From an optimization exercise on the open Yosys and OpenROAD flow, aimed at small area; shortcuts taken in it are not production practice.
Where RTL was checked, it was by simulation tests only, not by an equivalence proof against the original.
For runs 2 to 4, only the layout was checked, not whether the RTL still works.
Power is estimated from default activity; no workload was simulated.

==> design/flow/config.mk <==
export PLATFORM = sky130hd
export DESIGN_NAME = RISC_V_pp
export DESIGN_NICKNAME = RISC_V_pp
export VERILOG_FILES = /design/flow/design.v
export SDC_FILE = /design/flow/constraint.sdc
export NUM_CORES = 4
export LEC_CHECK = 0
export CAP_MARGIN = 20
export CORE_MARGIN = 2
export CORE_UTILIZATION = 40
export SLEW_MARGIN = 20
==> design/flow/design.v <==
module RISC_V_pp (
    input clk,
    input rst_n,
    output [31:0] imem_addr,
    input  [31:0] imem_rdata,
    output [31:0] dmem_addr,
    output [31:0] dmem_wdata,
    output        dmem_we,
    input  [31:0] dmem_rdata
);
    localparam INIT = 3'd0, WIN = 3'd1, ZERO = 3'd2, EXEC = 3'd3,
               ITER = 3'd4, FIN = 3'd5, PCU = 3'd6;
    reg [2:0]  st;
    reg [4:0]  h;
    reg [4:0]  cnt;
    reg [31:0] w [0:30];
    reg [31:0] A, B, PC;
    reg [32:0] R;
    reg [4:0]  rdp;
    reg        seenA, seenB, seenW, sgn, zA, taken;
    wire [31:0] ins = imem_rdata;
    wire [4:0] rs1 = ins[19:15];
    wire [4:0] rs2 = ins[24:20];
    wire [4:0] rd  = ins[11:7];
    wire isR   = ~ins[6] &  ins[5] &  ins[4];
    wire isI   = ~ins[6] & ~ins[5] &  ins[4];
    wire isLd  = ~ins[6] & ~ins[5] & ~ins[4] & ins[0];
    wire isSt  = ~ins[6] &  ins[5] & ~ins[4];
    wire isBr  =  ins[6] & ~ins[2];
    wire isJal =  ins[6] &  ins[2];
    wire isM   = isR & ins[25];
    wire isDiv = isM & ins[14];
    wire isAlu = (isR & ~isM) | isI;
    wire use1 = isR | isI | isLd | isSt | isBr;
    wire use2 = isR | isSt | isBr;
    wire z1 = (rs1 == 5'd0);
    wire z2 = (rs2 == 5'd0);
    reg [31:0] imm;
    always @(*) begin
        if (isSt)      imm = {{20{ins[31]}}, ins[31:25], ins[11:7]};
        else if (isBr) imm = {{20{ins[31]}}, ins[7], ins[30:25], ins[11:8], 1'b0};
        else if (isJal) imm = {{12{ins[31]}}, ins[19:12], ins[20], ins[30:21], 1'b0};
        else           imm = {{20{ins[31]}}, ins[31:20]};
    end
    reg [9:0] rom;
    always @(*) begin
        case (h)
            5'd1: rom = 10'd4;    5'd2: rom = 10'd120;  5'd3: rom = 10'd2;
            5'd4: rom = 10'd4;    5'd5: rom = 10'd1;    5'd6: rom = 10'd14;
            5'd7: rom = 10'd4;    5'd8: rom = 10'd24;   5'd9: rom = 10'd12;
            5'd10: rom = 10'd23;  5'd11: rom = 10'd4;   5'd12: rom = 10'd90;
            5'd13: rom = 10'd10;  5'd14: rom = 10'd1000; 5'd15: rom = 10'd30;
            5'd16: rom = 10'd40;  5'd17: rom = 10'd50;  5'd18: rom = 10'd60;
            5'd19: rom = 10'd70;  5'd20: rom = 10'd80;  5'd21: rom = 10'd80;
            5'd22: rom = 10'd90;  5'd23: rom = 10'd70;  5'd24: rom = 10'd60;
            5'd25: rom = 10'd65;  5'd26: rom = 10'd4;   5'd27: rom = 10'd32;
            5'd28: rom = 10'd12;  5'd29: rom = 10'd34;  5'd30: rom = 10'd5;
            default: rom = 10'd10;
        endcase
    end
    wire [31:0] head = w[30];
    wire hitW = (h == rdp);
    wire [31:0] wmux = (st == INIT) ? {22'd0, rom} : (hitW ? R[31:0] : head);
    wire inWin = (st == WIN);
    wire needA = use2 & ~z2;
    wire needB = use1 & ~z1;
    wire hitA = inWin & needA & ~seenA & (h == rs2);
    wire hitB = inWin & needB & ~seenB & (h == rs1);
    wire doneA = ~needA | seenA | hitA;
    wire doneB = ~needB | seenB | hitB;
    wire doneW = (rdp == 5'd0) | seenW | hitW;
    wire negq = sgn & ~zA;
    wire sgnBr = isBr & ~ins[13];
    reg [32:0] X, Yp;
    reg inv, cin;
    always @(*) begin
        X = 33'd0; Yp = 33'd0; inv = 1'b0; cin = 1'b0;
        case (st)
            WIN: begin
                Yp = {1'b0, wmux};
                inv = isDiv & wmux[31]; cin = inv;
            end
            EXEC: begin
                if (isJal) begin
                    X = {1'b0, PC}; Yp = 33'd4;
                end else if (isAlu | isLd | isSt | isBr) begin
                    X = {sgnBr & B[31], B};
                    Yp = (isR | isBr) ? {sgnBr & A[31], A} : {1'b0, imm};
                    inv = (isR & ins[30]) | isBr; cin = inv;
                end
            end
            ITER: begin
                X = {R[31:0], isDiv & B[31]};
                if (isDiv) begin
                    Yp = {1'b0, A}; inv = ~R[32]; cin = inv;
                end else
                    Yp = B[31] ? {1'b0, A} : 33'd0;
            end
            FIN: begin
                X = {1'b0, B}; cin = negq;
            end
            PCU: begin
                X = {1'b0, PC}; Yp = taken ? {1'b0, imm} : 33'd4;
            end
            default: ;
        endcase
    end
    wire [32:0] S = X + (Yp ^ {33{inv}}) + {32'd0, cin};
    wire eqz = (S[31:0] == 32'd0);
    wire brc = ins[14] ? (S[32] ^ ins[12]) : (eqz ^ ins[12]);
    assign imem_addr  = PC;
    assign dmem_addr  = S[31:0];
    assign dmem_wdata = A;
    assign dmem_we    = (st == EXEC) & isSt;
    integer k;
    always @(posedge clk) begin
        w[0] <= wmux;
        for (k = 1; k < 31; k = k + 1) w[k] <= w[k-1];
    end
    always @(posedge clk or negedge rst_n) begin
        if (!rst_n) begin
            st <= INIT;
            h  <= 5'd1;
        end else begin
            h <= (h == 5'd31) ? 5'd1 : h + 5'd1;
            case (st)
                INIT: if (h == 5'd31) st <= WIN;
                WIN:  if (doneA & doneB & doneW)
                          st <= ((needA | ~use2) & (needB | ~use1)) ? EXEC : ZERO;
                ZERO: st <= EXEC;
                EXEC: st <= isM ? ITER : PCU;
                ITER: if (cnt == 5'd31) st <= FIN;
                FIN:  st <= PCU;
                default: st <= WIN;
            endcase
        end
    end
    always @(posedge clk) begin
        case (st)
            INIT: begin
                PC <= S[31:0];
                rdp <= 5'd0; seenW <= 1'b0;
                seenA <= 1'b0; seenB <= 1'b0; sgn <= 1'b0; zA <= 1'b1;
            end
            WIN: begin
                if (hitA) begin A <= S[31:0]; zA <= eqz; end
                if (hitB) B <= S[31:0];
                sgn <= sgn ^ (hitA & wmux[31]) ^ (hitB & wmux[31]);
                seenA <= seenA | hitA;
                seenB <= seenB | hitB;
                seenW <= seenW | hitW;
            end
            ZERO: begin
                if (use2 & z2) A <= S[31:0];
                if (use1 & z1) B <= S[31:0];
                seenW <= seenW | hitW;
            end
            EXEC: begin
                cnt <= 5'd0;
                taken <= (isBr & brc) | isJal;
                seenW <= 1'b0;
                if (isLd) R <= {1'b0, dmem_rdata};
                else if (isAlu & ins[13]) R <= {1'b0, ins[12] ? (X[31:0] & Yp[31:0]) : (X[31:0] | Yp[31:0])};
                else R <= S;
                rdp <= (isAlu | isLd | isJal) ? rd : 5'd0;
            end
            ITER: begin
                cnt <= cnt + 5'd1;
                R <= S;
                B <= {B[30:0], isDiv & (~S[32] ^ negq)};
            end
            FIN: begin
                if (isDiv) R <= S;
                rdp <= rd; seenW <= 1'b0;
            end
            PCU: begin
                PC <= S[31:0];
                seenA <= 1'b0; seenB <= 1'b0; sgn <= 1'b0; zA <= 1'b1;
                seenW <= seenW | hitW;
            end
            default: ;
        endcase
    end
endmodule
==> design/flow/run.sh <==
#!/bin/bash
# synth_recipe.tcl (not shown) runs the flow's synth.tcl, then flattens the netlist and writes it again
# the make line also repeats each setting of config.mk as NAME=value (left out here)
make -C /OpenROAD-flow-scripts/flow DESIGN_CONFIG=/design/flow/config.mk WORK_HOME=/design/flow/orfs CLKGATE_MAP_FILE= SYNTH_SCRIPT=/design/flow/synth_recipe.tcl finish
==> design/flow/constraint.sdc <==
create_clock -name core_clock -period 150.0 [get_ports {clk}]
set_input_delay 30.0000 -clock core_clock [delete_from_list [all_inputs] [get_ports {clk}]]
set_output_delay 30.0000 -clock core_clock [all_outputs]
set_load 0.01 [all_outputs]
==> results of run 1 <==
[synth_stat cells (all sizes together) (4+ instances only)]
library cell | count | area (sq um)
xor2 | 36 | 315
maj3 | 32 | 320
a211oi | 13 | 113
clkbuf | 61 | 229
xnor2 | 44 | 385
nor2 | 93 | 349
a31oi | 9 | 56.3
inv | 72 | 270
and2 | 15 | 93.8
o21a | 5 | 37.5
a31o | 9 | 78.8
or4 | 4 | 30.0
nor3 | 23 | 115
and4 | 6 | 52.6
dfrtp | 7 | 175
nor2b | 11 | 68.8
a22oi | 16 | 120
nor4 | 4 | 40.0
edfxtp | 145 | 4350
and3 | 6 | 37.5
nand2b | 9 | 56.3
o31ai | 5 | 37.5
a222oi | 47 | 470
a21bo | 4 | 40.0
nand4 | 11 | 83.8
nand3 | 30 | 150
o21bai | 6 | 45.0
a21o | 17 | 129
a221oi | 5 | 43.8
o211a | 4 | 40.0
o22a | 10 | 87.6
mux2i | 38 | 380
o22ai | 13 | 81.3
ha | 42 | 526
nand2 | 153 | 574
or3 | 8 | 56.3
buf | 20 | 143
o211ai | 8 | 60.1
a21oi | 78 | 413
o21ai | 74 | 370
dfxtp | 992 | 19900
[flip-flops by register name (all words and copies together), names as in the netlist, 3 cells and up]
register  count
w           992
R            33
A            32
B            32
PC           32
cnt           5
h             5
rdp           5
st            3
[metrics by stage]
step / cell area [sq um] / utilization
after floorplan: 31400 / -
after global placement: 34100 / 0.440
after detailed placement: 34100 / 0.440
after CTS: 37700 / 0.486
after global routing: 37700 / 0.486
final: 37700 / 0.486
[path summary, 6_finish.rpt]
path                          startpoint             to  cells past startpoint
min in group asynchronous          rst_n           h[4]                      1
setup reg to reg                    h[3]          taken                     19
hold reg to reg                w[13][30]      w[14][30]                      0
max in group asynchronous          rst_n           h[0]                      1
setup / recovery           imem_rdata[6]  dmem_addr[20]                     17
hold / removal                 w[13][30]      w[14][30]                      0
[layout by cell type, fill, tap and decap left out, types with 44 or more instances in the layout]
cell type	n
dfxtp_1	992
clkdlybuf4s50_1	160
nand2_1	150
edfxtp_1	145
clkbuf_16	108
nor2_1	91
a21oi_1	74
o21ai_0	72
inv_1	71
a222oi_1	47
xnor2_1	44
[final cells by class]
type / instances / area share
multi-input cells: 931 / 0.169
repair buffers: 184 / 0.0476
clock buffers: 146 / 0.0810
well taps: 1040 / 0.0345
flip-flops and latches: 1145 / 0.647
clock inverters: 46 / 0.0136
inverters: 72 / 0.00720
[power by group through the flow]
stage	sequential, uW	combinational, uW	clock (uW)
final	399	191	265
after global routing	405	205	284
after CTS	400	189	271
after detailed placement	405	187	0
after global placement	405	187	0
after floorplan	397	111	0
[layer usage]
layer | up-vias | GRT usage
met1 | 8568 | 0.258
met3 | 128 | 0.0420
met4 | 0 | 0.0566
met2 | 653 | 0.268
met5 | - | 0
li1 | 8135 | -
[logic make-up after synthesis]
group / count (synthesis) / share of synthesized area
AOI/OAI and AO/OA: 350 / 0.0793
muxes: 40 / 0.0128
buffers and inverters: 155 / 0.0211
and+or+nand+nor: 385 / 0.0577
DFF: 1145 / 0.778
adders and majority gates: 76 / 0.0282
xor gates and xnor gates: 80 / 0.0223
==> flow_summary.ini, run 1 <==
[timing]
setup_violations = 0
maxSlewHeadroom = 0.207
max_freq_mhz = 15.0
slew_violations = 0
rsz0062_at_grt = no
worstMarginPinSlew_ns = 1.18
setup_tns_ns = 0
clock_skew_ns = 0.0324
finalCriticalPeriod_ns = 66.76
post-route-worst-setup-slack_ns = 83.24
final.period_utilization = 0.445
finalHoldViolations = 0
hold_slack_ns = 0.308

[routing]
drt_iter0_drc = 1725
num_vias = 17500
wl_met1_mm = 34.1
wl_met2_mm = 31.7
avgViaCountPerCell = 4.91
routed_wl_mm = 72.9
drtPass1Iterations = 9
routedWlPerCell_um = 20.4
highest_layer = met4
drtAntennaViolNets = 0
drc = 0
wl_met3_mm = 5.09

[floorplan]
fp.dieH_um = 284
initial_core_util = 0.404
fp.dieArea_sq_mm = 0.0807
ios = 163
row_count = 102
die_width_um = 284
core_area_sq_mm = 0.0776

[clock_network]
clk_transition_reported_paths_ns = 0.07
cts_tree = yes
cts_made_buffers = 102
clk_path_buf_depth = 3
insertion_delay_ns = 0.67
cts_resized = 0
root_buffer = clkbuf_16
cts_setup_buffers = 0
h-tree-depth = 3
cts_hold_buf = 0
cts_sinks = 1145

[global_route]
gr-usage-all-layers = 0.180
grt_pass1_vias = 17500
grt_pass1_wl_mm = 110
grt_max_degree = 45
overflow = 0
grt_antenna_before_repair = 2

[logic_synthesis]
synth_edf_count = 145
yosys_warnings = 2
netlist_area_sq_mm = 0.0314
seq_area_frac_synth = 0.778
syn_inst = 2231
syn_nets = 2341
ys_types = 80
synth_flop_cell = dfxtp_1
syn_avg_cell_area_sq_um = 14.1
ys_async_sr_fraction = 0.00699
synth_seq_cells = 1145

[final_layout]
seq_area_sq_mm = 0.0244
multi_input_area_sq_mm = 0.00637
layout-drive-gt1-share = 0.0951
syn_to_final_growth_pct = 20.3
num_antenna_cells = 0
fill_cells = 6759
layout.cells.non_filler = 3564
final_nets = 2546

[placement]
dp_slack_ns = 83.31
gp_congestion = 0.885
port_buffers = 160
dp_hpwl_mm = 47.5
place_inst = 3371

[power]
p_comb_frac = 0.223
irDropWorstVdd_uv = 12.6
p_sw_frac = 0.297
powerDensity_mw_per_mm2 = 22.7
p_switching_uw = 254
p_total_uw = 855
p_clk_frac = 0.310
leakage_uw = 0.0152
p_int_uw = 601
p_seq_frac = 0.467

[outcome]
status = complete, no violations

[worst_setup_path]
cp_slowest_cell = xnor2_1
critPathMaxStageDelay_ns = 0.85
critPathLaunchType = input pin
r2r_slack_ns = 142.62
path_class = in2out
cp.required_ns = 120.00
cp_top_family = buffers and inverters
arrival_ns = 36.76
critPathCaptureType = output port
worstPathCellList = clkdlybuf4s50_1 -> buf_4 -> nor2b_1 -> a21o_1 -> o21ai_0 -> nor3_1 -> a21o_2 -> buf_4 -> xnor2_1 -> ha_1 -> nand4_4 -> or3_1 -> a2111o_1 -> a21oi_4 -> nor2_1 -> xnor2_1 -> clkdlybuf4s50_1
critPathMaxFanout = 22
crit_buf_inv = 4

[hold_path]
hold_class = reg2reg

[job]
timing.max_cap.violations = 0
==> inputs of run 2 (changes only) <==
--- a/design/flow/design.v
+++ b/design/flow/design.v
@@ -105,7 +105,15 @@
             default: ;
         endcase
     end
-    wire [32:0] S = X + (Yp ^ {33{inv}}) + {32'd0, cin};
+    wire [32:0] Yx = Yp ^ {33{inv}};
+    wire [33:0] cy;
+    wire [32:0] S;
+    assign cy[0] = cin;
+    genvar gi;
+    generate for (gi = 0; gi < 33; gi = gi + 1) begin : g_add
+        assign S[gi] = X[gi] ^ Yx[gi] ^ cy[gi];
+        assign cy[gi+1] = (X[gi] & Yx[gi]) | (X[gi] & cy[gi]) | (Yx[gi] & cy[gi]);
+    end endgenerate
     wire eqz = (S[31:0] == 32'd0);
     wire brc = ins[14] ? (S[32] ^ ins[12]) : (eqz ^ ins[12]);
     assign imem_addr  = PC;
--- a/design/flow/config.mk
+++ b/design/flow/config.mk
@@ -7,5 +7,8 @@
 export LEC_CHECK = 0
 export CAP_MARGIN = 20
 export CORE_MARGIN = 2
-export CORE_UTILIZATION = 40
+export CORE_UTILIZATION = 60
+export CTS_BUF_LIST = sky130_fd_sc_hd__clkbuf_4
+export CTS_CLUSTER_DIAMETER = 40
+export CTS_CLUSTER_SIZE = 10
 export SLEW_MARGIN = 20
==> run 2 against run 1 <==
  * Setup slack lost 12 ns
  * Combinational power decreased by 33%
  * Largest cell class unchanged
  * Highest routed layer is now met5
  * Clock power down 39%
  * Non-clock buffer count increased by 2
  * Still clean
  * Synthesized cell count fell by 9.6%
  * Sequential share of layout area increased by 6.2 points
  * First-iteration DRC count decreased by 22%
==> flow_summary.ini, run 2 <==
[worst_setup_path]
critPathMaxFanout = 15
cp_slowest_cell = clkdlybuf4s50_1
critPathCaptureType = output port
cp_common_cell = fa_1
cp.required_ns = 120.00
critPathMaxStageDelay_ns = 0.85
arrival_ns = 48.83
path_class = in2out
r2r-start = h[3]
critPathLaunchType = input pin
r2r_slack_ns = 129.81
ff2ff_path_depth = 46
reg2reg_to = taken

[hold_path]
hold_class = reg2reg
holdPathStages = 0
hp-start = w[6][7]
whs_endpoint = w[7][7]

[floorplan]
fp.dieH_um = 229
fp.dieArea_sq_mm = 0.0525
initial_core_util = 0.607
core_area_sq_mm = 0.0501
die_width_um = 229
row_count = 82
ios = 163

[timing]
maxSlewHeadroom = 0.323
finalCriticalPeriod_ns = 78.83
max_freq_mhz = 12.7
clock_skew_ns = 0.0574
setup_violations = 0
worstMarginPinSlew_ns = 1.02
finalHoldViolations = 0
rsz0062_at_grt = no
slew_violations = 0
setup_tns_ns = 0
final.period_utilization = 0.526

[logic_synthesis]
synth_top_family_by_area = compound AO/OA/AOI/OAI gates
synth_area_leaders = dfxtp_1 65%, edfxtp_1 14%, fa_1 2.1%, a21oi_1 1.7%, mux2i_1 1.6%
synth_top_area_frac = 0.653
synth_seq_cells = 1145
ys_types = 80
ys_async_sr_fraction = 0.00699
syn_inst = 2016
seq_area_frac_synth = 0.803
synth_fa_ha_area_frac = 0.0352
synth_compound_area_frac = 0.0660
syn_avg_cell_area_sq_um = 15.1
synth_flop_cell = dfxtp_1
synth.most_common_cell = dfxtp_1
synth_edf_count = 145
yosys.area_share.xor_xnor = 0.0151
netlist_area_sq_mm = 0.0304
yosys_warnings = 2
yosys.area_share.simple = 0.0428
synthMuxAreaShare = 0.0184
synth_common_cells = 992 x dfxtp_1, 145 x edfxtp_1, 113 x nor2_1
syn_nets = 2125
yosysTopAreaCell = dfxtp_1

[global_route]
grt_pass1_wl_mm = 97.7
gr-usage-all-layers = 0.251
grt_antenna_before_repair = 3
grt_max_degree = 71
grt_pass1_vias = 16300
overflow = 0

[clock_network]
cts_made_buffers = 145
cts_resized = 0
clk_transition_reported_paths_ns = 0.10
root_buffer = clkbuf_4
cts_sinks = 1145
insertion_delay_ns = 0.98
clk_path_buf_depth = 3
cts_setup_buffers = 0
cts_hold_buf = 0
h-tree-depth = 4
cts_tree = yes

[outcome]
status = complete, no violations

[final_layout]
multi_input_area_sq_mm = 0.00544
final_cell_mix = 992 x dfxtp_1, 169 x clkbuf_4, 159 x clkdlybuf4s50_1, 145 x edfxtp_1, 112 x nor2_1
final_common_cell = dfxtp_1
regMostFlops = w
final_area_sq_mm = 0.0344
seq_area_sq_mm = 0.0244
syn_to_final_growth_pct = 13.1
fill_cells = 3513
layout-drive-gt1-share = 0.120
top_regs = w: 992 flops, R: 33 flops
final_nets = 2385
largest_reg_flops = 992

[routing]
drtPass1Iterations = 8
routedWlPerCell_um = 21.3
routed_wl_mm = 64.2
avgViaCountPerCell = 5.33
num_vias = 16100
drtAntennaViolNets = 0
drc = 0
drt_iter0_drc = 1349

[power]
irDropWorstVdd_uv = 13.6
powerDensity_mw_per_mm2 = 19.7
leakage_uw = 0.0136

[placement]
dp_hpwl_mm = 41.9
port_buffers = 160
gp_congestion = 0.882
placed_cell_area_sq_mm = 0.0327

[job]
timing.max_cap.violations = 0
## run 2: layer usage
metal	part of all wire	wire length, um	global-route usage
met5	0.00020	13	0
met4	0.032	2070	0.109
met3	0.078	5030	0.0661
met2	0.44	28000	0.366
met1	0.45	29000	0.355
## run 2: cell families after synthesis
kind of cell / Yosys count
AO/OA/AOI/OAI: 289
adder cells (fa/ha/maj): 72
flip-flops: 1145
AND/OR/NAND/NOR: 273
multiplexers: 55
buffers and inverters: 131
XOR/XNOR: 51
## run 2: layout make-up
type / count / area share
clock buffer: 169 / 0.0369
multi-input combinational: 740 / 0.158
timing repair buffer: 186 / 0.0524
tap: 672 / 0.0244
sequential: 1145 / 0.710
inverter: 58 / 0.00633
antenna: 2 / 0.000145
clock inverter: 41 / 0.0119
## run 2: where the power goes
part	switching, uW	leakage, uW	total (uW)	internal (uW)
clock	95.7	0.000982	161	65.0
sequential	18.1	0.00949	390	372
combinational	77.5	0.00309	128	50.8
total	191	0.0136	679	488
## run 2: worst max path at each step
| stage | start | end | slack, ns | cells past startpoint |
|---|---|---|---|---|
| 6_report | imem_rdata[5] | dmem_addr[31] | 71.17 | 41 |
| 5_1_grt | imem_rdata[5] | dmem_addr[31] | 70.60 | 41 |
| 4_1_cts | imem_rdata[5] | dmem_addr[31] | 71.16 | 41 |
| 3_5_place_dp | imem_rdata[5] | dmem_addr[31] | 71.22 | 41 |
| 3_3_place_gp | imem_rdata[5] | dmem_addr[31] | 71.24 | 41 |
| 2_1_floorplan | imem_rdata[4] | dmem_addr[31] | 73.80 | 42 |
## run 2: through the flow
step | util | std cells | power, uW | setup WS, ns | hold WS [ns]
floorplan | - | 2016 | 462 | 73.80 | 0.310
global placement | 0.653 | 2800 | 520 | 71.24 | 0.310
detailed placement | 0.653 | 2800 | 523 | 71.22 | 0.312
CTS | 0.687 | 3010 | 685 | 71.16 | 0.295
global route | 0.687 | 3013 | 712 | 70.60 | 0.306
finish | 0.687 | 3013 | 679 | 71.17 | 0.310
## run 2: worst max-delay path: cells and delay by family
| family | cells | cell delay (ns) |
|---|---|---|
| buf+inv | 3 | 1.65 |
| xor+xnor | 1 | 0.17 |
| simple gates | 2 | 0.42 |
| fa+ha+maj | 32 | 15.38 |
| compound gates | 3 | 1.22 |
==> inputs of run 3 (changes only) <==
--- a/design/flow/config.mk
+++ b/design/flow/config.mk
@@ -8,7 +8,7 @@
 export CAP_MARGIN = 20
 export CORE_MARGIN = 2
 export CORE_UTILIZATION = 60
-export CTS_BUF_LIST = sky130_fd_sc_hd__clkbuf_4
-export CTS_CLUSTER_DIAMETER = 40
-export CTS_CLUSTER_SIZE = 10
+export CTS_BUF_LIST = sky130_fd_sc_hd__clkbuf_8
+export CTS_CLUSTER_DIAMETER = 60
+export CTS_CLUSTER_SIZE = 16
 export SLEW_MARGIN = 20
==> run 3 against run 2 <==
  * Power is 1.7% lower
  * Non-clock buffer count is the same
  * Final area is 0.55% lower
  * Sequential power is essentially flat
  * Still clean on timing, DRC and antenna
  * Global-route usage decreased by 0.61 points
  * Core utilization is 0.37 points lower
  * Setup slack lost 0.088 ns
==> flow_summary.ini, run 3 <==
[routing]
drtAntennaViolNets = 0
num_vias = 15700
routedWlPerCell_um = 21.7
drc = 0
avgViaCountPerCell = 5.35
routed_wl_mm = 63.5
drtPass1Iterations = 6
drt_iter0_drc = 1518

[clock_network]
cts_hold_buf = 0
cts_made_buffers = 85
h-tree-depth = 3
cts_setup_buffers = 0
insertion_delay_ns = 0.72
clk_transition_reported_paths_ns = 0.10
root_buffer = clkbuf_8
clk_path_buf_depth = 3
cts_resized = 0
cts_sinks = 1145
cts_tree = yes

[final_layout]
final_area_sq_mm = 0.0342
layout-drive-gt1-share = 0.0799
top_regs = w: 992 flops, R: 33 flops
num_antenna_cells = 0
final_nets = 2325
fin_util = 0.683
syn_to_final_growth_pct = 12.5
final_cell_mix = 992 x dfxtp_1, 159 x clkdlybuf4s50_1, 145 x edfxtp_1, 112 x nor2_1, 99 x a21oi_1
regMostFlops = w
largest_reg_flops = 992
final_common_cell = dfxtp_1

[floorplan]
core_area_sq_mm = 0.0501
row_count = 82
die_width_um = 229
fp.dieArea_sq_mm = 0.0525
fp.dieH_um = 229
initial_core_util = 0.607
ios = 163

[logic_synthesis]
yosysTopAreaCell = dfxtp_1
synth_edf_count = 145
ys_types = 80
synth_top_area_frac = 0.653
synth_seq_cells = 1145
syn_avg_cell_area_sq_um = 15.1
synth.most_common_cell = dfxtp_1
synth_flop_cell = dfxtp_1
syn_inst = 2016
netlist_area_sq_mm = 0.0304
ys_async_sr_fraction = 0.00699
seq_area_frac_synth = 0.803
yosys_warnings = 2
syn_nets = 2125
synth_area_leaders = dfxtp_1 65%, edfxtp_1 14%, fa_1 2.1%, a21oi_1 1.7%, mux2i_1 1.6%
synth_common_cells = 992 x dfxtp_1, 145 x edfxtp_1, 113 x nor2_1

[job]
timing.max_cap.violations = 0

[worst_setup_path]
r2r-start = h[3]
critPathMaxFanout = 15
reg2reg_to = taken
path_class = in2out
arrival_ns = 48.92
r2r_slack_ns = 129.82
cp_slowest_cell = clkdlybuf4s50_1
critPathCaptureType = output port
ff2ff_path_depth = 46
critPathMaxStageDelay_ns = 0.85
critPathLaunchType = input pin
cp.required_ns = 120.00
cp_common_cell = fa_1

[timing]
finalCriticalPeriod_ns = 78.92
clock_skew_ns = 0.0349
slew_violations = 0
final.period_utilization = 0.526
worstMarginPinSlew_ns = 1.03
rsz0062_at_grt = no
finalHoldViolations = 0
max_freq_mhz = 12.7
setup_violations = 0
setup_tns_ns = 0
maxSlewHeadroom = 0.312

[power]
p_clk_frac = 0.224
irDropWorstVdd_uv = 18.4
powerDensity_mw_per_mm2 = 19.5
leakage_uw = 0.0134
p_int_uw = 481
p_switching_uw = 187
p_seq_frac = 0.584
p_sw_frac = 0.279
p_comb_frac = 0.192

[placement]
gp_congestion = 0.882
placed_cell_area_sq_mm = 0.0327
port_buffers = 160
dp_hpwl_mm = 41.9

[outcome]
status = complete, no violations

[global_route]
grt_pass1_wl_mm = 95.9
grt_max_degree = 71
grt_pass1_vias = 15700
overflow = 0
grt_antenna_before_repair = 2
gr-usage-all-layers = 0.244

[hold_path]
holdPathStages = 0
whs_endpoint = w[16][12]
hold_class = reg2reg
hp-start = w[15][12]
==> run 3: cell types whose count changed in the layout (fill, tap and decap cells not counted), sizes merged <==
cell / delta
bufinv: -5
clkinvlp: -4
clkbuf: -79
clkinv: -9
inv: +10
diode: -2
==> run 3: layout make-up <==
| type | count | area [sq um] |
|---|---|---|
| Sequential cell | 1145 | 24400 |
| Fill cell | 3483 | 15900 |
| Multi-Input combinational cell | 740 | 5440 |
| Timing Repair Buffer | 186 | 1800 |
| Clock buffer | 90 | 1240 |
| Tap cell | 672 | 841 |
| Clock inverter | 33 | 256 |
| Inverter | 58 | 218 |
==> run 3: logic make-up (layout without fill, tap and decap cells) <==
kind of cell / count (synthesis) / in the layout / synth area share
AO/OA/AOI/OAI: 289 / 289 / 0.0660
XOR/XNOR: 51 / 51 / 0.0151
buffers and inverters: 131 / 367 / 0.0196
adder cells (fa/ha/maj): 72 / 72 / 0.0352
multiplexers: 55 / 55 / 0.0184
AND/OR/NAND/NOR: 273 / 273 / 0.0428
flip-flops: 1145 / 1145 / 0.803
==> run 3: worst max path at each step <==
stage	start	to	slack (ns)	cells after the start
global placement	imem_rdata[5]	dmem_addr[31]	71.24	41
detailed placement	imem_rdata[5]	dmem_addr[31]	71.22	41
finish	imem_rdata[5]	dmem_addr[31]	71.08	41
global route	imem_rdata[5]	dmem_addr[31]	70.60	41
CTS	imem_rdata[5]	dmem_addr[31]	71.16	41
floorplan	imem_rdata[4]	dmem_addr[31]	73.80	42
==> run 3: per-stage QoR <==
step	hold slack [ns]	cells	power (uW)	setup WS, ns
after global routing	0.317	2924	698	70.60
after global placement	0.310	2800	520	71.24
final	0.314	2924	668	71.08
after detailed placement	0.312	2800	523	71.22
after floorplan	0.310	2016	462	73.80
after CTS	0.316	2923	672	71.16
==> run 3: layer usage <==
metal  part of all wire  global-route usage  up-vias
li1                   -                   -     7264
met1               0.46               0.354     7661
met5            0.00020                   0        -
met3              0.076              0.0565      138
met2               0.44               0.364      592
met4              0.031              0.0848        2
==> run 3: worst max-delay path, delay by kind of cell <==
kind	cells	cell delay (ns)
fa+ha+maj	32	15.41
buf+inv	3	1.68
compound gates	3	1.25
simple gates	2	0.42
xor+xnor	1	0.16
==> run 3: power groups by stage <==
stage / Sequential, uW / Clock (uW) / Combinational [uW]
6_report: 390 / 150 / 128
3_3_place_gp: 395 / 0 / 125
3_5_place_dp: 397 / 0 / 126
5_1_grt: 395 / 165 / 138
2_1_floorplan: 388 / 0 / 73.7
4_1_cts: 391 / 154 / 127
==> inputs of run 4 (changes only) <==
==> design/flow/flow/run.sh (new file) <==
#!/bin/bash
# Standard layout, with the port buffers made from the smallest buffer cell.
cp standard.sh standard.sh.txt 2>/dev/null
export BUFFER_PORTS_ARGS="-buffer_cell sky130_fd_sc_hd__buf_1"
bash standard.sh > standard.log 2>&1
==> design/flow/standard.sh (new file) <==
#!/bin/bash
# synth_recipe.tcl (not shown) runs the flow's synth.tcl, then flattens the netlist and writes it again
# the make line also repeats each setting of config.mk as NAME=value (left out here)
make -C /OpenROAD-flow-scripts/flow DESIGN_CONFIG=/design/flow/config.mk WORK_HOME=/design/flow/orfs CLKGATE_MAP_FILE= SYNTH_SCRIPT=/design/flow/synth_recipe.tcl "${@:-finish}"
removed: design/flow/run.sh
==> run 4 against run 3 <==
  * Count of clock-buffer cells in the layout is 2 lower
  * Power is 1.3% lower
  * Largest power group unchanged
  * Setup slack improved by 0.59 ns
==> flow_summary.ini, run 4 <==
[outcome]
status = complete, no violations

[power]
p_switching_uw = 188
irDropWorstVdd_uv = 13.3
p_int_uw = 471
powerDensity_mw_per_mm2 = 19.8
p_sw_frac = 0.286
p_comb_frac = 0.176
p_seq_frac = 0.592
leakage_uw = 0.0130
p_clk_frac = 0.232

[final_layout]
final_common_cell = dfxtp_1
fin_util = 0.664
fill_cells = 3645
largest_reg_flops = 992
top_regs = w: 992 flops, R: 33 flops
final_area_sq_mm = 0.0332
num_antenna_cells = 0
final_nets = 2328
seq_area_sq_mm = 0.0244
layout-drive-gt1-share = 0.0809
layout.cells.non_filler = 2921
regMostFlops = w
multi_input_area_sq_mm = 0.00544
final_cell_mix = 992 x dfxtp_1, 159 x buf_1, 145 x edfxtp_1, 112 x nor2_1, 99 x a21oi_1
syn_to_final_growth_pct = 9.32

[routing]
routedWlPerCell_um = 22.0
drtAntennaViolNets = 0
drtPass1Iterations = 8
drt_iter0_drc = 1465
drc = 0
num_vias = 15600
routed_wl_mm = 64.1
avgViaCountPerCell = 5.34

[logic_synthesis]
synth_flop_cell = dfxtp_1
seq_area_frac_synth = 0.803
synth_edf_count = 145
synth_top_family_by_area = compound AO/OA/AOI/OAI gates
synth_compound_area_frac = 0.0660
synth.most_common_cell = dfxtp_1
synthMuxAreaShare = 0.0184
yosys_warnings = 2
netlist_area_sq_mm = 0.0304
ys_async_sr_fraction = 0.00699
ys_types = 80
yosys.area_share.xor_xnor = 0.0151
yosys.area_share.simple = 0.0428
synth_area_leaders = dfxtp_1 65%, edfxtp_1 14%, fa_1 2.1%, a21oi_1 1.7%, mux2i_1 1.6%
synth_seq_cells = 1145
yosysTopAreaCell = dfxtp_1
synth_fa_ha_area_frac = 0.0352
synth_top_area_frac = 0.653
synth_common_cells = 992 x dfxtp_1, 145 x edfxtp_1, 113 x nor2_1
syn_inst = 2016
syn_avg_cell_area_sq_um = 15.1
syn_nets = 2125

[clock_network]
insertion_delay_ns = 0.73
cts_setup_buffers = 0
cts_hold_buf = 0
root_buffer = clkbuf_8
clk_transition_reported_paths_ns = 0.10
clk_path_buf_depth = 3
cts_sinks = 1145
cts_resized = 0
h-tree-depth = 3
cts_made_buffers = 85
cts_tree = yes

[job]
timing.max_cap.violations = 0

[worst_setup_path]
critPathMaxStageDelay_ns = 0.60
critPathMaxFanout = 36
critPathCaptureType = output port
critPathLaunchType = input pin
cp_slowest_cell = fa_1
r2r_slack_ns = 129.88
cp_common_cell = fa_1
path_class = in2out
arrival_ns = 48.33
cp.required_ns = 120.00

[floorplan]
ios = 163
initial_core_util = 0.607
core_area_sq_mm = 0.0501
row_count = 82
fp.dieArea_sq_mm = 0.0525
die_width_um = 229
fp.dieH_um = 229

[hold_path]
hold_class = reg2reg

[timing]
final.period_utilization = 0.522
max_freq_mhz = 12.8
finalCriticalPeriod_ns = 78.33
slew_violations = 0
worstMarginPinSlew_ns = 1.12
post-route-worst-setup-slack_ns = 71.67
setup_tns_ns = 0
setup_violations = 0
maxSlewHeadroom = 0.253
rsz0062_at_grt = no
finalHoldViolations = 0
clock_skew_ns = 0.0471

[global_route]
grt_antenna_before_repair = 0
grt_pass1_wl_mm = 95.9
grt_max_degree = 71
overflow = 0
grt_pass1_vias = 15600
gr-usage-all-layers = 0.245

[placement]
placed_cell_area_sq_mm = 0.0317
dp_slack_ns = 71.72
dp_hpwl_mm = 42.3
place_inst = 2804
gp_congestion = 0.903
port_buffers = 160
-- run 4: cell counts after synthesis --
No cell type changed its count.
-- run 4: area by class of cell --
class	count	share of cell area
clock buffers	88	0.0364
clock inverters	29	0.00888
inverters	58	0.00655
multi-input cells	740	0.164
flip-flops and latches	1145	0.734
well taps	672	0.0253
repair buffers	189	0.0247
-- run 4: metrics by stage --
stage	total power (uW)	hold WS (ns)
after floorplan	462	0.310
after global placement	508	0.310
after detailed placement	511	0.312
after CTS	663	0.299
after global routing	688	0.310
final	659	0.307
-- run 4: metal layers --
| metal | up-vias | GRT usage | wire (um) |
|---|---|---|---|
| met5 | - | 0 | 0 |
| met4 | 0 | 0.0826 | 1870 |
| met3 | 138 | 0.0544 | 4350 |
| met2 | 556 | 0.367 | 28100 |
| met1 | 7629 | 0.356 | 29800 |
| li1 | 7266 | - | - |
-- run 4: final timing paths --
check	cells past startpoint	end	startpoint
min in group asynchronous	1	st[2]	rst_n
max in group asynchronous	1	h[2]	rst_n
worst min register to register	0	w[29][6]	w[28][6]
worst max register to register	47	taken	st[1]
worst min-delay path	0	w[29][6]	w[28][6]
worst max-delay path	42	dmem_addr[31]	imem_rdata[5]
-- run 4: logic make-up after synthesis --
family	Yosys count
AO/OA/AOI/OAI	289
XOR/XNOR	51
adder cells (fa/ha/maj)	72
flip-flops	1145
buffers and inverters	131
AND/OR/NAND/NOR	273
multiplexers	55
-- run 4: worst max-delay path, delay by kind of cell --
family	cells	cell delay [ns]
AOI/OAI and AO/OA	3	0.70
buffers and inverters	4	1.44
and+or+nand+nor	3	0.70
adders and majority gates	32	15.47
-- run 4: power groups by stage --
stage / Combinational, uW / Clock (uW) / Sequential [uW]
finish: 116 / 153 / 391
global route: 125 / 168 / 395
CTS: 115 / 157 / 391
detailed placement: 114 / 0 / 397
global placement: 112 / 0 / 395
floorplan: 73.7 / 0 / 388
==> inputs of run 5 (changes only) <==
--- a/design/flow/design.v
+++ b/design/flow/design.v
@@ -9,7 +9,7 @@
     input  [31:0] dmem_rdata
 );
     localparam INIT = 3'd0, WIN = 3'd1, ZERO = 3'd2, EXEC = 3'd3,
-               ITER = 3'd4, FIN = 3'd5, PCU = 3'd6;
+               ITER = 3'd4, FIN = 3'd5, PCU = 3'd6, MEM = 3'd7;
     reg [2:0]  st;
     reg [4:0]  h;
     reg [4:0]  cnt;
@@ -99,6 +99,9 @@
             FIN: begin
                 X = {1'b0, B}; cin = negq;
             end
+            MEM: begin
+                Yp = {1'b0, dmem_rdata};
+            end
             PCU: begin
                 X = {1'b0, PC}; Yp = taken ? {1'b0, imm} : 33'd4;
             end
@@ -117,9 +120,9 @@
     wire eqz = (S[31:0] == 32'd0);
     wire brc = ins[14] ? (S[32] ^ ins[12]) : (eqz ^ ins[12]);
     assign imem_addr  = PC;
-    assign dmem_addr  = S[31:0];
+    assign dmem_addr  = B;
     assign dmem_wdata = A;
-    assign dmem_we    = (st == EXEC) & isSt;
+    assign dmem_we    = (st == MEM) & isSt;
     integer k;
     always @(posedge clk) begin
         w[0] <= wmux;
@@ -136,7 +139,8 @@
                 WIN:  if (doneA & doneB & doneW)
                           st <= ((needA | ~use2) & (needB | ~use1)) ? EXEC : ZERO;
                 ZERO: st <= EXEC;
-                EXEC: st <= isM ? ITER : PCU;
+                EXEC: st <= isM ? ITER : ((isLd | isSt) ? MEM : PCU);
+                MEM:  st <= PCU;
                 ITER: if (cnt == 5'd31) st <= FIN;
                 FIN:  st <= PCU;
                 default: st <= WIN;
@@ -167,16 +171,21 @@
                 cnt <= 5'd0;
                 taken <= (isBr & brc) | isJal;
                 seenW <= 1'b0;
-                if (isLd) R <= {1'b0, dmem_rdata};
+                if (isLd | isSt) B <= S[31:0];
                 else if (isAlu & ins[13]) R <= {1'b0, ins[12] ? (X[31:0] & Yp[31:0]) : (X[31:0] | Yp[31:0])};
                 else R <= S;
-                rdp <= (isAlu | isLd | isJal) ? rd : 5'd0;
+                rdp <= (isAlu | isJal) ? rd : 5'd0;
             end
             ITER: begin
                 cnt <= cnt + 5'd1;
                 R <= S;
                 B <= {B[30:0], isDiv & (~S[32] ^ negq)};
             end
+            MEM: begin
+                R <= S;
+                rdp <= isLd ? rd : 5'd0;
+                seenW <= 1'b0;
+            end
             FIN: begin
                 if (isDiv) R <= S;
                 rdp <= rd; seenW <= 1'b0;
==> run 5 against run 4 <==
  * Flip-flop and latch count unchanged
  * First-iteration DRC count fell by 4.3%
  * Final area is 2.4% higher
  * Combinational power rose by 78%
  * Global-route usage grew 0.53 points
  * Setup slack better by 17 ns
  * Critical path type unchanged
==> flow_summary.ini, run 5 <==
[outcome]
status = complete, no violations

[logic_synthesis]
yosysTopAreaCell = dfxtp_1
synth_edf_count = 145
synth_seq_cells = 1145
syn_nets = 2353
seq_area_frac_synth = 0.783
synth_top_area_frac = 0.637
synth_common_cells = 992 x dfxtp_1, 145 x edfxtp_1, 127 x a21oi_1
ys_types = 86
synth.most_common_cell = dfxtp_1
yosys_warnings = 2
ys_async_sr_fraction = 0.00699
syn_avg_cell_area_sq_um = 13.9
synth_flop_cell = dfxtp_1
synth_compound_area_frac = 0.0903
syn_inst = 2243
synthMuxAreaShare = 0.00233
netlist_area_sq_mm = 0.0312
synth_area_leaders = dfxtp_1 64%, edfxtp_1 14%, fa_1 2.1%, a21oi_1 2.0%, nor2_1 1.2%
synth_fa_ha_area_frac = 0.0254
yosys.area_share.simple = 0.0596
synth_top_family_by_area = compound AO/OA/AOI/OAI gates
yosys.area_share.xor_xnor = 0.0167

[job]
timing.max_cap.violations = 0

[floorplan]
die_width_um = 232
core_area_sq_mm = 0.0514
fp.dieH_um = 232
initial_core_util = 0.607
ios = 163
row_count = 83
fp.dieArea_sq_mm = 0.0538

[final_layout]
final_cell_mix = 992 x dfxtp_1, 160 x buf_1, 145 x edfxtp_1, 126 x a21oi_1, 102 x nor2_1
layout.cells.non_filler = 3140
fill_cells = 3807
largest_reg_flops = 992
fin_util = 0.662
layout-drive-gt1-share = 0.0651
final_nets = 2535
final_common_cell = dfxtp_1
multi_input_area_sq_mm = 0.00613
syn_to_final_growth_pct = 9.11
regMostFlops = w
seq_area_sq_mm = 0.0244
top_regs = w: 992 flops, R: 33 flops

[routing]
routed_wl_mm = 66.2
routedWlPerCell_um = 21.1
drtPass1Iterations = 5
num_vias = 17200
drt_iter0_drc = 1402
drc = 0
avgViaCountPerCell = 5.47
drtAntennaViolNets = 0

[clock_network]
insertion_delay_ns = 0.70
clk_path_buf_depth = 3
cts_sinks = 1145
cts_resized = 0
clk_transition_reported_paths_ns = 0.10
cts_hold_buf = 0
cts_tree = yes
cts_made_buffers = 85
root_buffer = clkbuf_8
cts_setup_buffers = 0
h-tree-depth = 3

[timing]
clock_skew_ns = 0.0510
slew_violations = 0
setup_violations = 0
post-route-worst-setup-slack_ns = 88.69
rsz0062_at_grt = no
final.period_utilization = 0.409
finalCriticalPeriod_ns = 61.31
finalHoldViolations = 0
worstMarginPinSlew_ns = 1.13
maxSlewHeadroom = 0.239
setup_tns_ns = 0
max_freq_mhz = 16.3

[placement]
dp_slack_ns = 88.72
port_buffers = 160
place_inst = 3018
gp_congestion = 0.899
dp_hpwl_mm = 42.5

[global_route]
grt_max_degree = 73
gr-usage-all-layers = 0.250
grt_pass1_wl_mm = 100
grt_antenna_before_repair = 1
grt_pass1_vias = 17000
overflow = 0

[hold_path]
hold_class = reg2reg
hp-start = w[1][30]

[worst_setup_path]
critPathMaxFanout = 14
arrival_ns = 31.31
crit_start = imem_rdata[5]
critPathLaunchType = input pin
critPathCaptureType = output port
cp.required_ns = 120.00
path_class = in2out
r2r-start = st[1]

[power]
irDropWorstVdd_uv = 14.4
powerDensity_mw_per_mm2 = 23.0
p_total_uw = 784
leakage_uw = 0.0130
-- run 5: cell types whose count changed in the layout (fill, tap and decap cells not counted), sizes merged, moves of 30 or more --
cell    delta
a31oi     +41
o22ai     -32
o31ai     +30
nor3      +30
mux2i     -43
a222oi    -32
xnor2     +34
o21ai     +49
-- run 5: cells by family after synthesis --
group | count (synthesis)
adders and majority gates | 44
and+or+nand+nor | 377
muxes | 7
buffers and inverters | 177
xor gates and xnor gates | 57
DFF | 1145
AOI/OAI and AO/OA | 436
-- run 5: worst paths after layout --
kind,endpoint,slack (ns),cells past startpoint
hold / removal,w[2][30],0.30,0
hold reg to reg,w[2][30],0.30,0
setup / recovery,dmem_we,88.69,4
setup reg to reg,taken,129.24,48
max in group asynchronous,h[0],120.43,1
min in group asynchronous,st[1],29.22,1
-- run 5: worst max-delay path: stages --
cell and delay, ns:
buf_1 0.45, nor3b_2 0.50, and2_1 0.20, buf_1 0.16
-- run 5: stage by stage --
stage / hold slack [ns] / instance area [sq um]
floorplan: 0.310 / 31200
global placement: 0.310 / 32500
detailed placement: 0.312 / 32500
CTS: 0.290 / 34000
global route: 0.288 / 34000
finish: 0.295 / 34000
-- run 5: layer usage --
metal	GRT usage	part of all wire	up-vias
li1	-	-	8008
met1	0.354	0.45	8308
met2	0.363	0.43	698
met3	0.0610	0.082	159
met4	0.123	0.042	0
met5	0	0	-
-- run 5: layout make-up --
class / count / share of cell area
Multi-Input combinational cell: 921 / 0.180
Antenna cell: 1 / 0.0000735
Timing Repair Buffer: 188 / 0.0238
Inverter: 84 / 0.00941
Clock buffer: 89 / 0.0360
Sequential cell: 1145 / 0.717
Tap cell: 680 / 0.0250
Clock inverter: 32 / 0.00809
-- run 5: report_power, final --
| part | leakage (uW) | switching, uW | internal, uW |
|---|---|---|---|
| sequential | 0.00953 | 23.6 | 403 |
| clock | 0.000832 | 91.7 | 59.5 |
| combinational | 0.00264 | 141 | 65.8 |
==> inputs of run 6 (changes only) <==
==> design/flow/config.mk (replaced) <==
export PLATFORM = sky130hd
export DESIGN_NAME = RISC_V_pp
export DESIGN_NICKNAME = RISC_V_pp
export VERILOG_FILES = /design/flow/design.v
export SDC_FILE = /design/flow/constraint.sdc
export NUM_CORES = 4
export LEC_CHECK = 0
export CAP_MARGIN = 20
export CORE_MARGIN = 2
export CORE_UTILIZATION = 70
export CTS_BUF_LIST = sky130_fd_sc_hd__clkbuf_16
export CTS_CLUSTER_DIAMETER = 80
export CTS_CLUSTER_SIZE = 30
export SLEW_MARGIN = 20
==> run 6 against run 5 <==
  * Still clean
  * Die area fell by 14%
  * Clock power barely moved
  * Core utilization rose by 10 points
  * Final area fell by 0.90%
  * Wire length rose by 23%
  * Via count rose by 8.3%
  * Critical path depth did not move
  * Power rose by 3.2%
  * Clock skew fell by 0.0092 ns
  * Cell count fell by 4.6%
  * Register-to-register slack improved by 0.17 ns
  * Count of clock-buffer cells in the layout fell by 43
  * Critical path type unchanged
==> flow_summary.ini, run 6 <==
[power]
p_total_uw = 809
leakage_uw = 0.0129
irDropWorstVdd_uv = 15.0
powerDensity_mw_per_mm2 = 24.0

[hold_path]
hold_class = reg2reg

[worst_setup_path]
critPathMaxFanout = 14
critPathMaxStageDelay_ns = 0.45
arrival_ns = 31.30
critPathLaunchType = input pin
r2r_slack_ns = 129.41
critPathCaptureType = output port
crit_buf_inv = 2
cp_slowest_cell = buf_1
worstPathCellList = buf_1 -> nor3b_2 -> and2_1 -> buf_1
path_class = in2out
cp_common_cell = buf_1
cp.required_ns = 120.00
cp_top_family = simple AND/OR/NAND/NOR gates

[logic_synthesis]
syn_avg_cell_area_sq_um = 13.9
synth_area_leaders = dfxtp_1 64%, edfxtp_1 14%, fa_1 2.1%, a21oi_1 2.0%, nor2_1 1.2%
ys_types = 86
synth.most_common_cell = dfxtp_1
seq_area_frac_synth = 0.783
synth_flop_cell = dfxtp_1
synth_compound_area_frac = 0.0903
synthMuxAreaShare = 0.00233
synth_fa_ha_area_frac = 0.0254
yosys.area_share.simple = 0.0596
synth_top_area_frac = 0.637
yosys.area_share.xor_xnor = 0.0167
synth_seq_cells = 1145
yosysTopAreaCell = dfxtp_1
synth_top_family_by_area = compound AO/OA/AOI/OAI gates
synth_edf_count = 145
syn_inst = 2243
syn_nets = 2353
synth_common_cells = 992 x dfxtp_1, 145 x edfxtp_1, 127 x a21oi_1
netlist_area_sq_mm = 0.0312
yosys_warnings = 2
ys_async_sr_fraction = 0.00699

[placement]
dp_hpwl_mm = 46.6
port_buffers = 160
gp_congestion = 0.929

[final_layout]
top_regs = w: 992 flops, R: 33 flops
final_nets = 2495
regMostFlops = w
fin_util = 0.764
final_cell_mix = 992 x dfxtp_1, 160 x buf_1, 145 x edfxtp_1, 126 x a21oi_1, 102 x nor2_1
syn_to_final_growth_pct = 8.14
largest_reg_flops = 992
final_common_cell = dfxtp_1
layout-drive-gt1-share = 0.0466

[clock_network]
root_buffer = clkbuf_16
cts_hold_buf = 0
cts_resized = 0
cts_made_buffers = 45
clk_path_buf_depth = 3
cts_tree = yes
cts_sinks = 1145
insertion_delay_ns = 0.64
clk_transition_reported_paths_ns = 0.11
h-tree-depth = 2
cts_setup_buffers = 0

[floorplan]
fp.dieH_um = 215
initial_core_util = 0.707
die_width_um = 215
row_count = 77
fp.dieArea_sq_mm = 0.0463
ios = 163
core_area_sq_mm = 0.0441

[outcome]
status = complete, no violations

[job]
timing.max_cap.violations = 0

[global_route]
overflow = 0
grt_max_degree = 73
grt_pass1_vias = 18700
grt_antenna_before_repair = 5
gr-usage-all-layers = 0.352
grt_pass1_wl_mm = 120

[timing]
rsz0062_at_grt = no
worstMarginPinSlew_ns = 1.20
slew_violations = 0
final.period_utilization = 0.409
finalCriticalPeriod_ns = 61.30
finalHoldViolations = 0
clock_skew_ns = 0.0418
max_freq_mhz = 16.3
setup_tns_ns = 0
maxSlewHeadroom = 0.192
setup_violations = 0

[routing]
drtPass1Iterations = 6
drt_iter0_drc = 2456
num_vias = 18600
drtAntennaViolNets = 0
drc = 0
routed_wl_mm = 81.3
avgViaCountPerCell = 6.21
routedWlPerCell_um = 27.1
## run 6: cell count changes in the layout (fill, tap and decap cells not counted), moves of 2 or more
cell / before / now
inv_1: 97 / 91
clkbuf_16: 0 / 46
inv_8: 4 / 0
o21ai_0: 68 / 66
o21ai_1: 21 / 23
bufinv_16: 2 / 0
clkbuf_8: 89 / 0
## run 6: through the flow
stage               hold WS [ns]  worst slack [ns]  cell area [sq um]  instances
floorplan                  0.310             89.33              31200       2243
global placement           0.310             88.75              32400       2930
detailed placement         0.312             88.74              32400       2930
CTS                        0.324             88.74              33700       2995
global route               0.327             88.66              33700       2996
finish                     0.309             88.70              33700       2996
## run 6: final cells by class
cell class	count	area [sq um]
inverters	84	320
clock buffers	46	1150
flip-flops and latches	1145	24400
well taps	592	741
multi-input cells	921	6140
clock inverters	19	145
diodes	1	2.50
repair buffers	188	811
fillers	2482	10400
## run 6: worst register-to-register path: cells and delay by family (launching register included)
kind | cells | cell delay, ns
adder cells (fa/ha/maj) | 32 | 15.43
buffers and inverters | 4 | 1.77
AND/OR/NAND/NOR | 6 | 1.61
flip-flops | 1 | 0.36
AO/OA/AOI/OAI | 5 | 1.24
## run 6: logic make-up (layout without fill, tap and decap cells)
family                     count (synthesis)  in the layout
other                                      0              1
DFF                                     1145           1145
buffers and inverters                    177            337
AOI/OAI and AO/OA                        436            436
and+or+nand+nor                          377            377
muxes                                      7              7
xor gates and xnor gates                  57             57
adders and majority gates                 44             44
## run 6: path summary, 6_finish.rpt
| path | from | to | depth (start not counted) |
|---|---|---|---|
| worst max-delay path | imem_rdata[5] | dmem_we | 4 |
| worst min-delay path | w[27][5] | w[28][5] | 0 |
| worst max register to register | flop | taken | 47 |
| worst min register to register | w[27][5] | w[28][5] | 0 |
| max in group asynchronous | rst_n | st[0] | 1 |
| min in group asynchronous | rst_n | st[1] | 1 |
## run 6: metal layers
metal,part of all wire,track usage,routed length [um]
met1,0.38,0.465,30500
met3,0.12,0.0992,9660
met4,0.060,0.174,4890
met2,0.45,0.539,36200
met5,0,0,0
## run 6: power breakdown
group          switching [uW]  total [uW]  internal [uW]
logic                     158         224           65.9
registers                32.1         435            403
clock network            92.2         150           58.1
==> inputs of run 7 (changes only) <==
--- a/design/flow/design.v
+++ b/design/flow/design.v
@@ -12,9 +12,10 @@
                ITER = 3'd4, FIN = 3'd5, PCU = 3'd6, MEM = 3'd7;
     reg [2:0]  st;
     reg [4:0]  h;
-    reg [4:0]  cnt;
     reg [31:0] w [0:30];
-    reg [31:0] A, B, PC;
+    reg [31:0] A, B;
+    reg [31:1] PCh;
+    wire [31:0] PC = {PCh, 1'b0};
     reg [32:0] R;
     reg [4:0]  rdp;
     reg        seenA, seenB, seenW, sgn, zA, taken;
@@ -59,7 +60,7 @@
         endcase
     end
     wire [31:0] head = w[30];
-    wire hitW = (h == rdp);
+    wire hitW = (h == rdp) & (st != ITER);    
     wire [31:0] wmux = (st == INIT) ? {22'd0, rom} : (hitW ? R[31:0] : head);
     wire inWin = (st == WIN);
     wire needA = use2 & ~z2;
@@ -141,7 +142,7 @@
                 ZERO: st <= EXEC;
                 EXEC: st <= isM ? ITER : ((isLd | isSt) ? MEM : PCU);
                 MEM:  st <= PCU;
-                ITER: if (cnt == 5'd31) st <= FIN;
+                ITER: if (rdp == 5'd31) st <= FIN;
                 FIN:  st <= PCU;
                 default: st <= WIN;
             endcase
@@ -150,7 +151,7 @@
     always @(posedge clk) begin
         case (st)
             INIT: begin
-                PC <= S[31:0];
+                PCh <= S[31:1];
                 rdp <= 5'd0; seenW <= 1'b0;
                 seenA <= 1'b0; seenB <= 1'b0; sgn <= 1'b0; zA <= 1'b1;
             end
@@ -168,16 +169,15 @@
                 seenW <= seenW | hitW;
             end
             EXEC: begin
-                cnt <= 5'd0;
                 taken <= (isBr & brc) | isJal;
                 seenW <= 1'b0;
                 if (isLd | isSt) B <= S[31:0];
                 else if (isAlu & ins[13]) R <= {1'b0, ins[12] ? (X[31:0] & Yp[31:0]) : (X[31:0] | Yp[31:0])};
                 else R <= S;
-                rdp <= (isAlu | isJal) ? rd : 5'd0;
+                rdp <= (isAlu | isJal) ? rd : 5'd0;    
             end
             ITER: begin
-                cnt <= cnt + 5'd1;
+                rdp <= rdp + 5'd1;
                 R <= S;
                 B <= {B[30:0], isDiv & (~S[32] ^ negq)};
             end
@@ -191,7 +191,7 @@
                 rdp <= rd; seenW <= 1'b0;
             end
             PCU: begin
-                PC <= S[31:0];
+                PCh <= S[31:1];
                 seenA <= 1'b0; seenB <= 1'b0; sgn <= 1'b0; zA <= 1'b1;
                 seenW <= seenW | hitW;
             end
--- a/design/flow/config.mk
+++ b/design/flow/config.mk
@@ -8,7 +8,7 @@
 export CAP_MARGIN = 20
 export CORE_MARGIN = 2
 export CORE_UTILIZATION = 70
-export CTS_BUF_LIST = sky130_fd_sc_hd__clkbuf_16
-export CTS_CLUSTER_DIAMETER = 80
-export CTS_CLUSTER_SIZE = 30
+export CTS_BUF_LIST = sky130_fd_sc_hd__clkbuf_8
+export CTS_CLUSTER_DIAMETER = 50
+export CTS_CLUSTER_SIZE = 20
 export SLEW_MARGIN = 20
==> run 7 against run 6 <==
  * Power fell by 13%
  * Cell count fell by 10%
  * Final area fell by 4.1%
  * Combinational power fell by 29%
  * Area after synthesis fell by 4.0%
  * Critical path type unchanged
==> flow_summary.ini, run 7 <==
[timing]
post-route-worst-setup-slack_ns = 88.88
maxSlewHeadroom = 0.333
slew_violations = 0
max_freq_mhz = 16.4
final.period_utilization = 0.407
worstMarginPinSlew_ns = 1.00
finalCriticalPeriod_ns = 61.12
clock_skew_ns = 0.0342
finalHoldViolations = 0
rsz0062_at_grt = no
setup_violations = 0
setup_tns_ns = 0

[global_route]
grt_antenna_before_repair = 2
overflow = 0
gr-usage-all-layers = 0.269
grt_pass1_vias = 15200
grt_pass1_wl_mm = 89.0
grt_max_degree = 68

[floorplan]
initial_core_util = 0.712
core_area_sq_mm = 0.0420
die_width_um = 211
fp.dieH_um = 211
fp.dieArea_sq_mm = 0.0444
row_count = 75
ios = 163

[final_layout]
final_nets = 2231
final_cell_mix = 992 x dfxtp_1, 158 x buf_1, 139 x edfxtp_1, 74 x a21oi_1, 73 x clkbuf_8
largest_reg_flops = 992
regMostFlops = w
final_common_cell = dfxtp_1
fin_util = 0.769
layout.cells.non_filler = 2691
fill_cells = 2355
top_regs = w: 992 flops, R: 33 flops
layout-drive-gt1-share = 0.0675
syn_to_final_growth_pct = 8.01

[placement]
port_buffers = 159
place_inst = 2586
gp_congestion = 0.885
dp_hpwl_mm = 37.3
dp_slack_ns = 88.93

[clock_network]
clk_path_buf_depth = 3
cts_made_buffers = 71
clk_transition_reported_paths_ns = 0.12
cts_tree = yes
cts_sinks = 1139
cts_hold_buf = 0
h-tree-depth = 3
insertion_delay_ns = 0.68
root_buffer = clkbuf_8
cts_resized = 0
cts_setup_buffers = 0

[hold_path]
hp-start = w[16][4]
whs_endpoint = w[17][4]
holdPathStages = 0
hold_class = reg2reg

[worst_setup_path]
r2r-start = h[3]
reg2reg_to = taken
arrival_ns = 31.12
cp.required_ns = 120.00
critPathLaunchType = input pin
critPathMaxFanout = 17
r2r_slack_ns = 130.16
ff2ff_path_depth = 45
critPathCaptureType = output port
path_class = in2out

[logic_synthesis]
syn_inst = 1942
netlist_area_sq_mm = 0.0299
synth.most_common_cell = dfxtp_1
syn_nets = 2053
yosysTopAreaCell = dfxtp_1
ys_async_sr_fraction = 0.00702
synth_top_area_frac = 0.663
ys_types = 76
synth_seq_cells = 1139
synth_flop_cell = dfxtp_1
synth_area_leaders = dfxtp_1 66%, edfxtp_1 14%, fa_1 2.1%, mux2i_1 1.8%, xnor2_1 1.4%
seq_area_frac_synth = 0.810
syn_avg_cell_area_sq_um = 15.4
synth_common_cells = 992 x dfxtp_1, 139 x edfxtp_1, 75 x a21oi_1
yosys_warnings = 2
synth_edf_count = 139

[power]
p_sw_frac = 0.304
p_int_uw = 492
irDropWorstVdd_uv = 16.5
p_clk_frac = 0.194
powerDensity_mw_per_mm2 = 21.9
leakage_uw = 0.0126
p_total_uw = 707
p_seq_frac = 0.581
p_switching_uw = 215
p_comb_frac = 0.225

[outcome]
status = complete, no violations

[job]
timing.max_cap.violations = 0

[routing]
drt_iter0_drc = 1434
drtAntennaViolNets = 0
routed_wl_mm = 58.9
avgViaCountPerCell = 5.55
drc = 0
drtPass1Iterations = 9
num_vias = 14900
routedWlPerCell_um = 21.9
==> run 7: cell types whose count changed after synthesis, sizes merged, moves of 22 or more <==
| cell | change |
|---|---|
| o31ai | -30 |
| maj3 | +32 |
| o41ai | -29 |
| nor3 | -27 |
| nand2 | -41 |
| mux2i | +50 |
| a21oi | -50 |
| and2 | -22 |
| o21ai | -47 |
| nor2 | -30 |
| a222oi | +34 |
| inv | -37 |
| a22oi | -23 |
| a31oi | -39 |
==> run 7: stage by stage <==
stage | area [sq um] | hold slack, ns
final | 32300 | 0.319
after global routing | 32300 | 0.335
after detailed placement | 31100 | 0.312
after global placement | 31100 | 0.310
after floorplan | 29900 | 0.310
after CTS | 32300 | 0.328
==> run 7: logic make-up after synthesis <==
| kind of cell | synth area share |
|---|---|
| xor gates and xnor gates | 0.0164 |
| other | 0.000125 |
| and+or+nand+nor | 0.0390 |
| buffers and inverters | 0.0174 |
| AOI/OAI and AO/OA | 0.0592 |
| DFF | 0.810 |
| muxes | 0.0206 |
| adders and majority gates | 0.0376 |
==> run 7: layer usage <==
| metal | GRT usage | share of wire |
|---|---|---|
| met4 | 0.109 | 0.033 |
| met5 | 0 | 0.00025 |
| met1 | 0.371 | 0.43 |
| met2 | 0.421 | 0.47 |
| met3 | 0.0574 | 0.075 |
==> run 7: worst max-delay path, stage by stage <==
cell	delay (ns)
buf_1	0.52
nor2_1	0.19
and3_1	0.27
buf_1	0.14
==> run 7: worst max path at each step <==
stage,from,endpoint,slack (ns),cells past startpoint
2_1_floorplan,imem_rdata[4],dmem_we,89.44,3
3_3_place_gp,imem_rdata[6],dmem_we,88.93,4
3_5_place_dp,imem_rdata[6],dmem_we,88.93,4
4_1_cts,imem_rdata[6],dmem_we,88.92,4
5_1_grt,imem_rdata[6],dmem_we,88.82,4
6_report,imem_rdata[6],dmem_we,88.88,4
==> run 7: final cells by class <==
cell class,count,area [sq um],area share
Antenna cell,4,10.0,0.000310
Inverter,46,173,0.00534
Sequential cell,1139,24200,0.750
Timing Repair Buffer,182,771,0.0238
Multi-Input combinational cell,680,5240,0.162
Tap cell,539,674,0.0209
Clock inverter,28,228,0.00704
Clock buffer,73,1000,0.0311
==> run 7: power groups by stage <==
stage,clock [uW],sequential (uW),combinational (uW)
after floorplan,0,411,102
after global placement,0,414,151
after detailed placement,0,416,157
after CTS,140,411,157
after global routing,151,415,172
final,137,411,159
==> inputs of run 8 (changes only) <==
--- a/design/flow/config.mk
+++ b/design/flow/config.mk
@@ -7,8 +7,8 @@
 export LEC_CHECK = 0
 export CAP_MARGIN = 20
 export CORE_MARGIN = 2
-export CORE_UTILIZATION = 70
+export CORE_UTILIZATION = 60
 export CTS_BUF_LIST = sky130_fd_sc_hd__clkbuf_8
-export CTS_CLUSTER_DIAMETER = 50
-export CTS_CLUSTER_SIZE = 20
+export CTS_CLUSTER_DIAMETER = 60
+export CTS_CLUSTER_SIZE = 16
 export SLEW_MARGIN = 20
==> run 8 against run 7 <==
  * Worst hold slack gained 0.00072 ns
  * Area after synthesis unchanged
  * Cell count is 5.0% higher
  * Clock power grew 4%
  * Count of clock-buffer cells in the layout up 10
  * Critical path type unchanged
  * Critical endpoint unchanged
  * Largest power group unchanged
==> flow_summary.ini, run 8 <==
[outcome]
status = complete, no violations

[worst_setup_path]
critPathLaunchType = input pin
ff2ff_path_depth = 44
crit_end = dmem_we
critPathMaxFanout = 17
r2r_slack_ns = 129.95
path_class = in2out
arrival_ns = 31.12
crit_start = imem_rdata[6]
r2r-start = h[2]
reg2reg_to = taken
cp.required_ns = 120.00
critPathCaptureType = output port

[final_layout]
final_nets = 2241
final_cell_mix = 992 x dfxtp_1, 158 x buf_1, 139 x edfxtp_1, 83 x clkbuf_8, 74 x a21oi_1
syn_to_final_growth_pct = 8.90
num_antenna_cells = 0
final_common_cell = dfxtp_1
top_regs = w: 992 flops, R: 33 flops
layout-drive-gt1-share = 0.0694
largest_reg_flops = 992
regMostFlops = w

[global_route]
grt_pass1_wl_mm = 85.8
overflow = 0
grt_pass1_vias = 14700
use_met1 = 0.315
met3_usage = 0.0621
grt_antenna_before_repair = 1
use_met2 = 0.335
grt-busiest-layer = met2
gr-usage-all-layers = 0.224
grt_max_degree = 74

[clock_network]
cts_tree = yes
cts_sinks = 1139
clk_path_buf_depth = 3
cts_hold_buf = 0
insertion_delay_ns = 0.70
root_buffer = clkbuf_8
clk_transition_reported_paths_ns = 0.11
cts_resized = 0
h-tree-depth = 3
cts_made_buffers = 83
cts_setup_buffers = 0

[logic_synthesis]
syn_inst = 1942
ys_types = 76
synth_edf_count = 139
ys_async_sr_fraction = 0.00702
synth_flop_cell = dfxtp_1
seq_area_frac_synth = 0.810
syn_nets = 2053
yosysTopAreaCell = dfxtp_1
netlist_area_sq_mm = 0.0299
synth_top_area_frac = 0.663
synth_common_cells = 992 x dfxtp_1, 139 x edfxtp_1, 75 x a21oi_1
synth_area_leaders = dfxtp_1 66%, edfxtp_1 14%, fa_1 2.1%, mux2i_1 1.8%, xnor2_1 1.4%
synth_seq_cells = 1139
yosys_warnings = 2
syn_avg_cell_area_sq_um = 15.4
synth.most_common_cell = dfxtp_1

[timing]
clock_skew_ns = 0.0341
setup_violations = 0
rsz0062_at_grt = no
final.period_utilization = 0.407
hold_slack_ns = 0.319
setup_tns_ns = 0
slew_violations = 0
worstMarginPinSlew_ns = 0.897
maxSlewHeadroom = 0.402
finalHoldViolations = 0
finalCriticalPeriod_ns = 61.12
max_freq_mhz = 16.4

[routing]
routed_wl_mm = 57.4
routedWlPerCell_um = 20.3
drt_iter0_drc = 1190
drtPass1Iterations = 6
num_vias = 14800
drc = 0
avgViaCountPerCell = 5.25
drtAntennaViolNets = 0

[job]
timing.max_cap.violations = 0

[floorplan]
fp.dieArea_sq_mm = 0.0517
row_count = 81
fp.dieH_um = 227
die_width_um = 227
ios = 163
core_area_sq_mm = 0.0491
initial_core_util = 0.610

[placement]
dp_hpwl_mm = 36.9
gp_congestion = 0.842
port_buffers = 159

[power]
irDropWorstVdd_uv = 14.7
leakage_uw = 0.0127
powerDensity_mw_per_mm2 = 21.8

[hold_path]
hold_class = reg2reg
-- run 8: how the worst min path moves through the flow --
| stage | cells past startpoint | start | end |
|---|---|---|---|
| final | 0 | w[2][4] | w[3][4] |
| after global routing | 0 | w[16][9] | w[17][9] |
| after CTS | 0 | w[27][14] | w[28][14] |
| after detailed placement | 0 | w[10][12] | w[11][12] |
| after global placement | 0 | w[17][20] | w[18][20] |
| after floorplan | 0 | w[9][0] | w[10][0] |
-- run 8: per-layer routing --
layer | vias up | part of all wire
met4 | 2 | 0.031
met2 | 523 | 0.44
li1 | 6955 | -
met1 | 7219 | 0.45
met3 | 133 | 0.078
met5 | - | 0.00023
-- run 8: power breakdown --
| group | switching, uW | leakage (uW) | internal [uW] |
|---|---|---|---|
| clock network | 88.6 | 0.000787 | 54.0 |
| registers | 22.6 | 0.00946 | 387 |
| logic | 103 | 0.00249 | 55.9 |
| total | 214 | 0.0127 | 497 |
-- run 8: worst max-delay path: stages --
cell	delay [ns]
buf_1	0.49
nor2_1	0.21
and3_1	0.28
buf_1	0.14
-- run 8: cell type report --
cell class | count | area (sq um)
inverter | 46 | 173
multi-input combinational | 680 | 5240
sequential | 1139 | 24200
clock inverter | 34 | 225
fill | 3633 | 16500
clock buffer | 83 | 1140
tap | 664 | 831
timing repair buffer | 180 | 756
-- run 8: logic make-up (layout without fill, tap and decap cells) --
group,count (synthesis),count (layout),share of synthesized area
AO/OA/AOI/OAI,249,249,0.0592
AND/OR/NAND/NOR,236,236,0.0390
XOR/XNOR,56,56,0.0164
flip-flops,1139,1139,0.810
buffers and inverters,123,343,0.0174
multiplexers,61,61,0.0206
other,1,1,0.000125
adder cells (fa/ha/maj),77,77,0.0376
-- run 8: metrics by stage --
stage | cells | setup slack (ns) | utilization | power, uW | area, sq um
floorplan | 1942 | 89.44 | - | 513 | 29900
global placement | 2709 | 88.90 | 0.637 | 568 | 31200
detailed placement | 2709 | 88.93 | 0.637 | 573 | 31200
CTS | 2826 | 88.92 | 0.664 | 716 | 32600
global route | 2826 | 88.81 | 0.665 | 746 | 32600
finish | 2826 | 88.88 | 0.665 | 711 | 32600

what the ideal ports hide:
Ports are ideal in the flow. The routed layouts listed here were re-timed in OpenROAD. Step 1 sets driving cells, clkbuf_16 on the clock port and buf_2 on the other inputs (assumed; they add their load-dependent delay and slew). Step 2 times the ports against the registers' clock, not the clock port: input delays grow and output delays shrink by t, the midpoint of the rising clock arrivals with the driver on. a / b / c = no drivers / after step 1 / after step 2; a / b = the first two.
run	t (ns)	setup slack, ns
run 1	0.713	83.241 / 83.219 / 83.219
run 2	1.014	71.166 / 71.138 / 71.138
run 3	0.760	71.078 / 71.050 / 71.050
run 4	0.764	71.671 / 71.592 / 71.592
run 5	0.737	88.690 / 88.645 / 88.645
run 6	0.684	88.704 / 88.678 / 88.678
run 7	0.720	88.877 / 88.801 / 88.801
run 8	0.744	88.885 / 88.817 / 88.817
After both steps every run listed still meets setup and hold.
